Background: an optimization exercise with open tools, aiming at small area. Do not read the settings as production practice. The RTL was checked by simulation tests, not by an equivalence proof against the original design. The clock port is modelled as an ideal driver; clocking choices that lean on that would not hold on a real chip. No activity file was given, so power comes from the tool's default toggle rates.

== run 1 ==
// kgp_risc
module kgp_risc( input wire clk, input wire rst,
	output wire [31:0] imem_addr, input wire [31:0] imem_data,
	output wire [9:0] dmem_addr, output wire [31:0] dmem_wdata, output wire dmem_we, output wire dmem_re, input wire [31:0] dmem_rdata );
Size: roughly 140 I/O pins, ~61000 µm² of cells after synthesis.
export LEC_CHECK = 0
export CAP_MARGIN = 20
export CORE_MARGIN = 2
export CORE_UTILIZATION = 50
export CTS_CLUSTER_DIAMETER = 100
export CTS_CLUSTER_SIZE = 30
export PLACE_DENSITY = 0.65
export SLEW_MARGIN = 20
export SYNTH_HIERARCHICAL = 1
export SYNTH_MINIMUM_KEEP_SIZE = 0
create_clock -name core_clock -period 25.0 [get_ports {clk}]
standard.sh (not shown) runs the stock make flow with config.mk's settings and CLKGATE_MAP_FILE= SYNTH_SCRIPT=/design/flow/synth_recipe.tcl, a recipe that flattens the netlist after the stock synthesis.
==> flow/flow/run.sh <==
#!/bin/bash
# Own layout flow: the standard ORFS flow (standard.sh, unchanged synthesis), with
#  - port buffers of the smallest buffer cell (every port still gets its own buffer),
#  - an area-recovery pass after CTS (repair_timing -recover_power: downsizes cells that
#    have setup slack to spare), followed by the standard legalisation and checks.
# Each tool's output goes to a log file in this folder and ORFS's own logs under orfs/logs.
set -euo pipefail
W=$PWD
bash standard.sh \
  "BUFFER_PORTS_ARGS=-buffer_cell sky130_fd_sc_hd__buf_1" \
  "POST_CTS_TCL=$W/flow/recover.tcl" \
  finish > "$W/standard_finish.log" 2>&1
==> flow/flow/recover.tcl <==
# Area recovery after CTS: downsize cells on paths with setup slack to spare,
# keeping a margin for routing; then legalise the placement again.
log_cmd estimate_parasitics -placement
log_cmd repair_timing -recover_power 100 -setup_margin 2.0
log_cmd repair_timing -setup -hold
set result [catch { detailed_placement } msg]
if { $result != 0 } {
  error "Detailed placement failed after area recovery: $msg"
}
check_placement -verbose
report_design_area
Run 1 completed every stage of the flow, and the final layout passed the timing, DRC and antenna checks.
> inputs changed (run 1 -> run 2)
==> flow/run.sh (new file) <==
#!/bin/bash
# synth_recipe.tcl (not shown) runs the flow's synth.tcl, then flattens the netlist and writes it again
# the make line also repeats each setting of config.mk as NAME=value (left out here)
make -C /OpenROAD-flow-scripts/flow DESIGN_CONFIG=/design/flow/config.mk WORK_HOME=/design/flow/orfs CLKGATE_MAP_FILE= SYNTH_SCRIPT=/design/flow/synth_recipe.tcl finish
--- a/flow/config.mk
+++ b/flow/config.mk
@@ -6,11 +6,11 @@
 export NUM_CORES = 4
 export LEC_CHECK = 0
-export CAP_MARGIN = 20
+export CAP_MARGIN = 5
 export CORE_MARGIN = 2
 export CORE_UTILIZATION = 50
-export CTS_CLUSTER_DIAMETER = 100
-export CTS_CLUSTER_SIZE = 30
+export CTS_CLUSTER_DIAMETER = 90
+export CTS_CLUSTER_SIZE = 24
 export PLACE_DENSITY = 0.65
-export SLEW_MARGIN = 20
+export SLEW_MARGIN = 5
 export SYNTH_HIERARCHICAL = 1
 export SYNTH_MINIMUM_KEEP_SIZE = 0
removed: flow/flow/run.sh
removed: flow/flow/recover.tcl
removed: flow/standard.sh
## What came out
Run 2: final-layout clock-cell area share 0.20 points above run 1. Compared with run 1, run 2 shows sum of routed wire segments on met1 lower by about 0.65%. Run 2 falls short of run 1 in final total power. Compared run 2 vs run 1, and combinational share of power is up in run 2. Looking at sequential cell fraction of total power, run 2 sits 1.2 points lower than run 1 does. Going from run 1 to run 2, area growth from synthesis to final layout moved down; wire length of the first global-routing pass moved down; multi-input gate share of total cell area level. On met1 capacity usage during global routing: run 2 sits below run 1. Core area came out exactly the same in run 2 and run 1.

* * *

main:
Starting RTL as in the previous note.
Settings: LEC_CHECK=0, CAP_MARGIN=20, CORE_MARGIN=2, CORE_UTILIZATION=50, CTS_CLUSTER_DIAMETER=100, CTS_CLUSTER_SIZE=30, PLACE_DENSITY=0.65, SLEW_MARGIN=20, SYNTH_HIERARCHICAL=1, SYNTH_MINIMUM_KEEP_SIZE=0; clock period 25.0 ns.
run.sh (not shown) runs the stock make flow with config.mk's settings and CLKGATE_MAP_FILE= SYNTH_SCRIPT=/design/flow/synth_recipe.tcl, a recipe that flattens the netlist after the stock synthesis.
Stock flow here: none of the scripts above is used.
> inputs changed (main -> the feature branch)
--- a/flow/config.mk
+++ b/flow/config.mk
@@ -8,8 +8,6 @@
 export CAP_MARGIN = 20
 export CORE_MARGIN = 2
-export CORE_UTILIZATION = 50
-export CTS_CLUSTER_DIAMETER = 100
-export CTS_CLUSTER_SIZE = 30
-export PLACE_DENSITY = 0.65
+export CORE_UTILIZATION = 60
+export PLACE_DENSITY = 0.7
 export SLEW_MARGIN = 20
 export SYNTH_HIERARCHICAL = 1
Findings:
- main and the feature branch ended up with roughly the same data arrival time of the worst path.
- | number of antenna violations at the first check in global routing | lower: main |
- Against main, worst-case setup slack after placement in the feature branch came out better.
- In the feature branch, the combinational share of power came out 2.6 points below the value in main.
- Taking main as the reference point, the relative area change from synthesis to final layout of the feature branch rises by 3.5 points.
- For the fraction of power spent switching nets, the feature branch came in 2.0 points lower than main did.
- In the metrics for main and the feature branch, the one carrying the lower register fraction of the total cell area is the feature branch.
- Run comparison: the feature branch endpoint of the worst setup timing path R[22].r[31]; main endpoint of the worst setup timing path R[3].r[31]
- main → the feature branch: area after detailed placement dropped about 0.46%; global-route track usage on met3 went up 7.1 points.
- NOTE: overall global routing resource usage in the feature branch exceeds that of main
- Higher share of final layout cell area taken by clock buffers and inverters was reported by the feature branch, not main.

* * *

Another version of the RTL of kgp_risc (not shown whole).
Size: ~5500 cells after synthesis, roughly 0.060 mm² of cells after synthesis.
Settings: LEC_CHECK=0, CAP_MARGIN=20, CORE_MARGIN=2, CORE_UTILIZATION=50, CTS_CLUSTER_DIAMETER=90, CTS_CLUSTER_SIZE=24, PLACE_DENSITY=0.65, SLEW_MARGIN=20, SYNTH_HIERARCHICAL=1, SYNTH_MINIMUM_KEEP_SIZE=0; clock period 25.0 ns.
standard.sh (not shown) runs the stock make flow with config.mk's settings and CLKGATE_MAP_FILE= SYNTH_SCRIPT=/design/flow/synth_recipe.tcl, a recipe that flattens the netlist after the stock synthesis.
==> flow/flow/run.sh <==
#!/bin/bash
# Own layout flow: the standard ORFS flow (standard.sh, with the unchanged standard
# synthesis and every step as standard), except that port buffering uses buf_2 cells
# (BUFFER_PORTS_ARGS) instead of ORFS's default choice; every input and output port still
# gets its own buffer.
# make's full output goes to standard_finish.log here; ORFS keeps each step's log in orfs/logs.
set -euo pipefail
W=$PWD
bash standard.sh \
  "BUFFER_PORTS_ARGS=-buffer_cell sky130_fd_sc_hd__buf_2" \
  finish > "$W/standard_finish.log" 2>&1
Rerun with:
==> flow/flow/run.sh (replaced) <==
#!/bin/bash
# Own layout flow: the standard ORFS flow (standard.sh, with the unchanged standard
# synthesis and every step as standard), except that
#  - port buffering uses buf_2 cells (BUFFER_PORTS_ARGS) instead of ORFS's default choice;
#    every input and output port still gets its own buffer;
#  - clock tree synthesis runs with the same sink clustering as config.mk asks for, but
#    without dummy load cells (CTS_ARGS).
# make's full output goes to standard_finish.log here; ORFS keeps each step's log in orfs/logs.
set -euo pipefail
W=$PWD
bash standard.sh \
  "BUFFER_PORTS_ARGS=-buffer_cell sky130_fd_sc_hd__buf_2" \
  "CTS_ARGS=-sink_clustering_enable -repair_clock_nets -sink_clustering_size 24 -sink_clustering_max_diameter 90 -dont_use_dummy_load" \
  finish > "$W/standard_finish.log" 2>&1
Settings changed: CORE_UTILIZATION 50 to 55, PLACE_DENSITY 0.65 to 0.7.
Count of clock-buffer cells in the layout decreases by 10.
Global-route usage goes up by 5.0 points.
Worst setup slack is worse by 0.95 ns.
Rerun with:
==> flow/run.sh (new file) <==
#!/bin/bash
# synth_recipe.tcl (not shown) runs the flow's synth.tcl, then flattens the netlist and writes it again
# the make line also repeats each setting of config.mk as NAME=value (left out here)
make -C /OpenROAD-flow-scripts/flow DESIGN_CONFIG=/design/flow/config.mk WORK_HOME=/design/flow/orfs CLKGATE_MAP_FILE= SYNTH_SCRIPT=/design/flow/synth_recipe.tcl finish
Settings changed: CAP_MARGIN 20 to 5, CORE_UTILIZATION 55 to 50, PLACE_DENSITY 0.7 to 0.65, SLEW_MARGIN 20 to 5.
removed: flow/flow/run.sh
removed: flow/standard.sh
Effect: With this change the flow finished but fails on max-capacitance violations, max-slew violations. Total power went up by 2.3%. Synthesized area stays the same. Combinational power went up by 6.2%. Wire length fell by 0.92%. Die area went up by 9.9%. First-iteration DRC count rose by 5.9%. Global-route usage came out lower by 4.9 points. Count of clock-buffer cells in the layout grows by 11. Via count fell by 0.78%. Register-to-register slack improved by 0.40 ns.

-- port drivers added, routing unchanged --
Ports are ideal in the flow. The routed layouts listed here were re-timed in OpenROAD. Step 1 assumes that a clkbuf_16 drives the clock port and a buf_2 every other input. Step 2 also shifts input and output timing later by t, the mid clock arrival at the registers, as if the neighbouring blocks saw the same clock. Three values: no drivers, after step 1, after step 2; two values: the first two.
run	t (ns)	slack for setup (ns)	worst setup path at the end	slew at the worst register clock pin (ns)	worst slew at a driven data input, ns
run 1	0.773	6.645 / 6.693 / 5.920	input to register	0.12 / 0.12	0.09
run 2	0.792	6.144 / 6.182 / 5.390	input to register	0.10 / 0.10	0.11
main	0.765	6.144 / 6.183 / 5.418	input to register	0.12 / 0.12	0.09
the feature branch	0.786	6.127 / 6.173 / 5.388	input to register	0.08 / 0.08	0.08
the first run of note 3	0.789	5.008 / 5.033 / 4.244	input to register	0.11 / 0.11	0.13
the second run of note 3	0.739	4.060 / 4.104 / 3.365	input to register	0.11 / 0.11	0.11
the third run of note 3	0.770	3.983 / 4.017 / 3.248	input to register	0.11 / 0.11	0.13
For the first run of note 3, which loses most, drivers alone change the setup slack by +0.025 ns; drivers and shift together by -0.764 ns.
